This is an optimization exercise on Yosys and OpenROAD, whose aim is small area, a short achievable clock period and few clock cycles per item, not a production implementation.
The RTL was checked by simulation tests, not by an equivalence proof against the original design.
Power figures rest on the tool's default switching activity, not on a simulated workload.

==> flow/design.v <==
module core(
            input wire        clk,
            input wire        rst,
            input wire        mem_ready,
            input wire [31:0] mem_read_data,
            output reg [31:0] mem_addr,
            output reg        mem_read_valid,
            output reg        mem_write_valid,
            output reg [31:0] mem_write_data,
            output reg [1:0]  mem_width,
            output reg        instruction_retired
);
   reg [31:0]  rf [1:31];
   reg [31:0]  rf_v;     
   reg         ob;       
   reg         ob_ld;    
   reg         ob_st;    
   reg         ob_k;     
   reg         pd;       
   reg         pt;       
   reg         sp;       
   reg         ld_pend;  
   reg [4:0]   ld_rd;
   reg [31:0]  ir;
   reg [31:2]  pc;
   reg [1:0]   st;       
   reg [31:0]  op1, op2;
   reg         w_v;      
   reg [4:0]   w_rd;
   reg [31:0]  w_d;
   reg [1:0]   rc;
   reg         a1;       
   reg         f2;       
   wire [4:0]  opc = ir[6:2];
   wire [4:0]  rd  = ir[11:7];
   wire [2:0]  f3  = ir[14:12];
   wire [4:0]  rs1 = ir[19:15];
   wire [4:0]  rs2 = ir[24:20];
   function [11:0] classify(input [31:0] w);
      reg [4:0] o;
      begin
         o = w[6:2];
         classify = {o == 5'b01100 && w[30] && w[14:12] == 3'd0,
                     (o == 5'b01100 || o == 5'b00100) && w[30] && w[14:12] == 3'd5,
                     o == 5'b01101, o == 5'b00101, o == 5'b11011, o == 5'b11001,
                     o == 5'b11000, o == 5'b00000, o == 5'b01000, o == 5'b00100,
                     o == 5'b01100,
                     (o == 5'b01101 || o == 5'b00101 || o == 5'b11011 || o == 5'b11001 ||
                      o == 5'b00100 || o == 5'b01100) && w[11:7] != 5'd0};
      end
   endfunction
   function classify_opi(input [31:0] w);
      classify_opi = w[6:2] == 5'b00100;
   endfunction
   function [9:0] rsel(input [31:0] w);
      reg alu;
      begin
         alu = w[6:2] == 5'b01100 || w[6:2] == 5'b00100;
         rsel = {(alu && w[14:12] == 3'd0) || w[6:2] == 5'b01101 || w[6:2] == 5'b00101 ||
                 w[6:2] == 5'b11011,
                 alu && w[14:12] == 3'd1,
                 alu && w[14:12] == 3'd2, alu && w[14:12] == 3'd3,
                 alu && w[14:12] == 3'd4, alu && w[14:12] == 3'd5,
                 alu && w[14:12] == 3'd6, alu && w[14:12] == 3'd7,
                 1'b0, w[6:2] == 5'b11001};
      end
   endfunction
   reg  [9:0]  rs;
   reg  [11:0] cls;
   wire        is_sub   = cls[11];
   wire        is_sra   = cls[10];
   wire        is_lui   = cls[9];
   wire        is_auipc = cls[8];
   wire        is_jal   = cls[7];
   wire        is_jalr  = cls[6];
   wire        is_br    = cls[5];
   wire        is_ld    = cls[4];
   wire        is_st    = cls[3];
   wire        is_opi   = cls[2];
   wire        is_op    = cls[1];
   wire        wr_x2    = cls[0];
   wire        is_mem   = is_ld | is_st;
   wire [31:0] imm_i = {{20{ir[31]}}, ir[31:20]};
   wire [31:0] imm_s = {{20{ir[31]}}, ir[31:25], ir[11:7]};
   wire [31:0] imm_b = {{20{ir[31]}}, ir[7], ir[30:25], ir[11:8], 1'b0};
   wire [31:0] imm_u = {ir[31:12], 12'b0};
   wire [31:0] imm_j = {{12{ir[31]}}, ir[19:12], ir[20], ir[30:21], 1'b0};
   wire [4:0]  in_rs2 = mem_read_data[24:20];
   wire [4:0]  ra = (st == 2'd1) ? rs1 : in_rs2;
   wire [4:0]  in_op  = mem_read_data[6:2];
   wire        in_opi = in_op == 5'b00100;
   wire        in_u   = in_op == 5'b01101 || in_op == 5'b00101;
   wire        in_j   = in_op == 5'b11011;
   wire        in_rs2u = in_op == 5'b01100 || in_op == 5'b11000 || in_op == 5'b01000;
   wire [31:0] imm_in = in_opi ? {{20{mem_read_data[31]}}, mem_read_data[31:20]} :
                        in_u ? {mem_read_data[31:12], 12'b0} : 32'd4;
   reg  [31:0] rv;
   integer     j;
   wire        x1st   = st == 2'd1;
   wire        o_pc   = x1st & (is_auipc | is_jal);
   wire        o_any  = x1st & (is_auipc | is_jal | is_lui);
   always @* begin
      rv = (w_d & {32{w_v && w_rd == ra && !o_any}}) | ({pc, 2'b00} & {32{o_pc}});
      for (j = 1; j < 32; j = j + 1)
         rv = rv | (rf[j] & {32{ra == j && rf_v[j] && !(w_v && w_rd == j) && !o_any}});
   end
   wire        haz1 = ld_pend && ld_rd != 5'd0 && (ld_rd == rs1 || ld_rd == rd);
   wire        haz2 = ld_pend && ld_rd != 5'd0 && ld_rd == rs2;
   wire [31:0] addsub = op1 + (op2 ^ {32{is_sub}}) + {31'd0, is_sub};
   wire        eq  = op1 == op2;
   wire        ltu = op1 < op2;
   wire        lt  = (op1[31] ^ op2[31]) ? op1[31] : ltu;
   wire        shl = rs[8];
   reg  [31:0] op1r;
   reg  [31:0] shr_r;
   integer     k;
   always @* begin
      for (k = 0; k < 32; k = k + 1) op1r[k] = rv[31-k];
   end
   wire [31:0] shin = op1;
   wire signed [32:0] shx = {is_sra & op1[31], shin};
   wire signed [32:0] shr = shx >>> op2[4:0];
   always @* begin
      for (k = 0; k < 32; k = k + 1) shr_r[k] = shr[31-k];
   end
   wire        use_rs1 = is_ld | is_st | is_jalr;
   wire [31:0] aimm  = is_st ? imm_s : (is_ld | is_jalr) ? imm_i :
                       is_jal ? imm_j : is_br ? imm_b : imm_u;
   wire [31:0] asum  = (use_rs1 ? op1 : {pc, 2'b00}) + aimm;
   wire [31:0] agen  = asum;
   wire [31:0] pcimm = asum;
   wire [31:2] pc4   = pc + 30'd1;
   wire        cond  = (f3[2] ? (f3[1] ? ltu : lt) : eq) ^ f3[0];
   wire        redir = is_jalr | (is_br & cond);
   wire [31:2] tgt   = is_jalr ? agen[31:2] : pcimm[31:2];
   wire [31:0] wd = ({32{rs[9]}} & addsub) | ({32{rs[8]}} & shr_r) |
                    {31'd0, rs[7] & lt} | {31'd0, rs[6] & ltu} |
                    ({32{rs[5]}} & (op1 ^ op2)) | ({32{rs[4]}} & shr[31:0]) |
                    ({32{rs[3]}} & (op1 | op2)) | ({32{rs[2]}} & op1 & op2) |
                    ({32{rs[0]}} & {pc4, 2'b00});
   wire        x1      = st == 2'd1 && !haz1 && !haz2;
   wire        x2      = st == 2'd2;
   wire        wbs     = st == 2'd3;
   wire        bus_free = ~ob | mem_ready;
   wire        ob_f    = ~ob_ld & ~ob_st;
   wire        ld_ans  = ob & ob_ld & mem_ready;
   wire        st_ans  = ob & ob_st & mem_ready;
   wire        x2_redir = x2 & redir;
   wire        arr     = ob & ob_f & ~ob_k & mem_ready;
   wire        acc     = arr & ~x2_redir;
   wire        wb_late = x2 & wr_x2 & ld_ans;
   wire        rf_we_x = (x2 & wr_x2 & ~ld_ans) | wbs;
   wire        dreq    = (x2 & is_mem) | pd;
   wire        in_jal  = mem_read_data[6:2] == 5'b11011;
   wire        jreq    = a1 & is_jal;
   wire        treq    = x2_redir | pt | jreq;
   wire        sreq    = (sp | (acc & ~in_jal)) & ~treq;
   wire        freq    = pt | jreq | (x2 & is_jalr) | sp | (arr & ~in_jal) | x2_redir;
   wire        iss_d   = dreq & bus_free;
   wire        iss_f   = freq & bus_free & ~dreq;
   wire        iss     = iss_d | iss_f;
   wire [31:2] ma4     = mem_addr[31:2] + 30'd1;
   wire [31:2] seq_a   = arr ? ma4 : pc4;
   wire        ev_x    = (x2 & ~is_mem & ~wb_late) | wbs;
   wire        ev_m    = ld_ans | st_ans;
   wire [1:0]  rc_all  = rc + {1'b0, ev_x} + {1'b0, ev_m};
   always @(posedge clk) begin
      if (w_v) rf[w_rd] <= w_d;
      if (rst) rf_v <= 32'd0;
      else if (w_v) rf_v[w_rd] <= 1'b1;
      w_v <= ~rst & ((ld_ans & ld_rd != 5'd0) | rf_we_x);
      w_rd <= ld_ans ? ld_rd : rd;
      w_d <= ld_ans ? mem_read_data : wd;
      if (arr) begin
         op2 <= rv;
      end else if (a1 && (is_opi | is_lui | is_auipc | is_jal)) begin
         op2 <= is_opi ? imm_i : is_jal ? 32'd4 : imm_u;
      end else if (a1 && f2) begin
         op2 <= w_d;
      end else if (st == 2'd1 && haz2 && ld_ans && (is_op | is_br | is_st)) begin
         op2 <= mem_read_data;
      end
      f2 <= x2 && wr_x2 && rd == in_rs2 && in_rs2u;
      if (x1) op1 <= rs[8] ? op1r : rv;
      a1 <= acc & ~rst;
      if (arr) begin
         ir <= mem_read_data;
         cls <= classify(mem_read_data);
         rs <= rsel(mem_read_data);
         pc <= mem_addr[31:2];
      end
      if (rst) st <= 2'd0;
      else if (acc) st <= 2'd1;
      else if (x1) st <= 2'd2;
      else if (x2) st <= wb_late ? 2'd3 : 2'd0;
      else if (wbs) st <= 2'd0;
      if (rst) begin
         mem_addr <= 32'd0;
         mem_width <= 2'd2;
         mem_read_valid <= 1'b1;
         mem_write_valid <= 1'b0;
         ob <= 1'b1;
         ob_ld <= 1'b0;
         ob_st <= 1'b0;
         ob_k <= 1'b0;
         pd <= 1'b0;
         pt <= 1'b0;
         sp <= 1'b0;
         ld_pend <= 1'b0;
      end else begin
         mem_read_valid <= iss & ~(iss_d & is_st);
         mem_write_valid <= iss_d & is_st;
         if (bus_free) begin
            mem_addr <= (x2 & is_br & cond) ? {pcimm[31:2], 2'b00} :
                        dreq ? agen :
                        (pt | jreq | (x2 & is_jalr)) ? {tgt, 2'b00} : {seq_a, 2'b00};
            mem_width <= dreq ? {f3[1], f3[0] & ~f3[1]} : 2'd2;
         end
         if (iss_d) mem_write_data <= op2;
         if (iss) begin
            ob <= 1'b1;
            ob_ld <= iss_d & is_ld;
            ob_st <= iss_d & is_st;
            ob_k <= 1'b0;
         end else begin
            if (mem_ready) ob <= 1'b0;
            if (x2_redir) ob_k <= 1'b1;
         end
         pd <= dreq & ~bus_free;
         pt <= treq & ~iss_f;
         sp <= sreq & ~iss_f;
         if (iss_d & is_ld) begin
            ld_pend <= 1'b1;
            ld_rd <= rd;
         end else if (ld_ans) begin
            ld_pend <= 1'b0;
         end
      end
      if (rst) begin
         rc <= 2'd0;
         instruction_retired <= 1'b0;
      end else begin
         instruction_retired <= rc_all != 2'd0;
         rc <= rc_all - {1'b0, rc_all != 2'd0};
      end
   end
endmodule  
Settings: LEC_CHECK=0, ABC_CLOCK_PERIOD_IN_PS=3000, CAP_MARGIN=20, CORE_MARGIN=2, CORE_UTILIZATION=50, CTS_CLUSTER_DIAMETER=60, CTS_CLUSTER_SIZE=30, SLEW_MARGIN=20; clock period 10.0 ns.
standard.sh (not shown) runs the stock make flow with config.mk's settings and CLKGATE_MAP_FILE= SYNTH_SCRIPT=/design/flow/synth_recipe.tcl, a recipe that flattens the netlist after the stock synthesis.
==> flow/flow/run.sh <==
#!/bin/bash
set -uo pipefail
bash standard.sh SETUP_SLACK_MARGIN=6.0 cts > make_to_cts.log 2>&1 || exit 1
bash standard.sh SETUP_SLACK_MARGIN=5.8 finish > make_finish.log 2>&1
Testbench counts at the start, summed over its fixed seeds: cycles 89,831, instrs 34,171.
==> next run, changes <==
--- a/flow/design.v
+++ b/flow/design.v
@@ -26,11 +26,11 @@
    reg [1:0]   st;       
    reg [31:0]  op1, op2;
    reg         w_v;      
    reg [4:0]   w_rd;
    reg [31:0]  w_d;
-   reg [1:0]   rc;
+   reg [1:0]   rc;       
    reg         a1;       
    reg         f2;       
    wire [4:0]  opc = ir[6:2];
    wire [4:0]  rd  = ir[11:7];
    wire [2:0]  f3  = ir[14:12];
@@ -46,13 +46,10 @@
                      o == 5'b11000, o == 5'b00000, o == 5'b01000, o == 5'b00100,
                      o == 5'b01100,
                      (o == 5'b01101 || o == 5'b00101 || o == 5'b11011 || o == 5'b11001 ||
                       o == 5'b00100 || o == 5'b01100) && w[11:7] != 5'd0};
       end
-   endfunction
-   function classify_opi(input [31:0] w);
-      classify_opi = w[6:2] == 5'b00100;
    endfunction
    function [9:0] rsel(input [31:0] w);
       reg alu;
       begin
          alu = w[6:2] == 5'b01100 || w[6:2] == 5'b00100;
@@ -86,16 +83,11 @@
    wire [31:0] imm_u = {ir[31:12], 12'b0};
    wire [31:0] imm_j = {{12{ir[31]}}, ir[19:12], ir[20], ir[30:21], 1'b0};
    wire [4:0]  in_rs2 = mem_read_data[24:20];
    wire [4:0]  ra = (st == 2'd1) ? rs1 : in_rs2;
    wire [4:0]  in_op  = mem_read_data[6:2];
-   wire        in_opi = in_op == 5'b00100;
-   wire        in_u   = in_op == 5'b01101 || in_op == 5'b00101;
-   wire        in_j   = in_op == 5'b11011;
    wire        in_rs2u = in_op == 5'b01100 || in_op == 5'b11000 || in_op == 5'b01000;
-   wire [31:0] imm_in = in_opi ? {{20{mem_read_data[31]}}, mem_read_data[31:20]} :
-                        in_u ? {mem_read_data[31:12], 12'b0} : 32'd4;
    reg  [31:0] rv;
    integer     j;
    wire        x1st   = st == 2'd1;
    wire        o_pc   = x1st & (is_auipc | is_jal);
    wire        o_any  = x1st & (is_auipc | is_jal | is_lui);
Effect: Register-to-register slack improved by 0.09 ns. Die area climbs by 0.59%. Design area hardly moves. Power drops by 3.0%. Non-clock buffer count climbs by 10.
Testbench counts after the change, summed over its fixed seeds: cycles 89,831, instrs 34,171.

## static timing again, ports no longer ideal
No port has a modelled driver above. Below, the same layouts with a new extraction and two added sets of constraints.
Step 1 assumes that a clkbuf_16 drives the clock port and a buf_2 every other input.
Step 2, shift: input delay + t, output delay - t, t = (earliest + latest rising clock arrival at the registers) / 2. This alone moves slack from input paths to output paths.
a / b / c = ideal ports / drivers / drivers and shift; a / b = the first two.
run	t (ns)	setup slack, ns	worst hold slack (ns)
the first run	0.797	5.821 / 5.821 / 5.072	0.463 / 0.463 / 0.463
the second run	0.804	5.806 / 5.781 / 4.977	0.462 / 0.462 / 0.462
After both steps setup and hold are still met in every run listed. The setup slack of the second run, which loses most, moves by -0.025 ns with the drivers and by -0.829 ns with both steps.
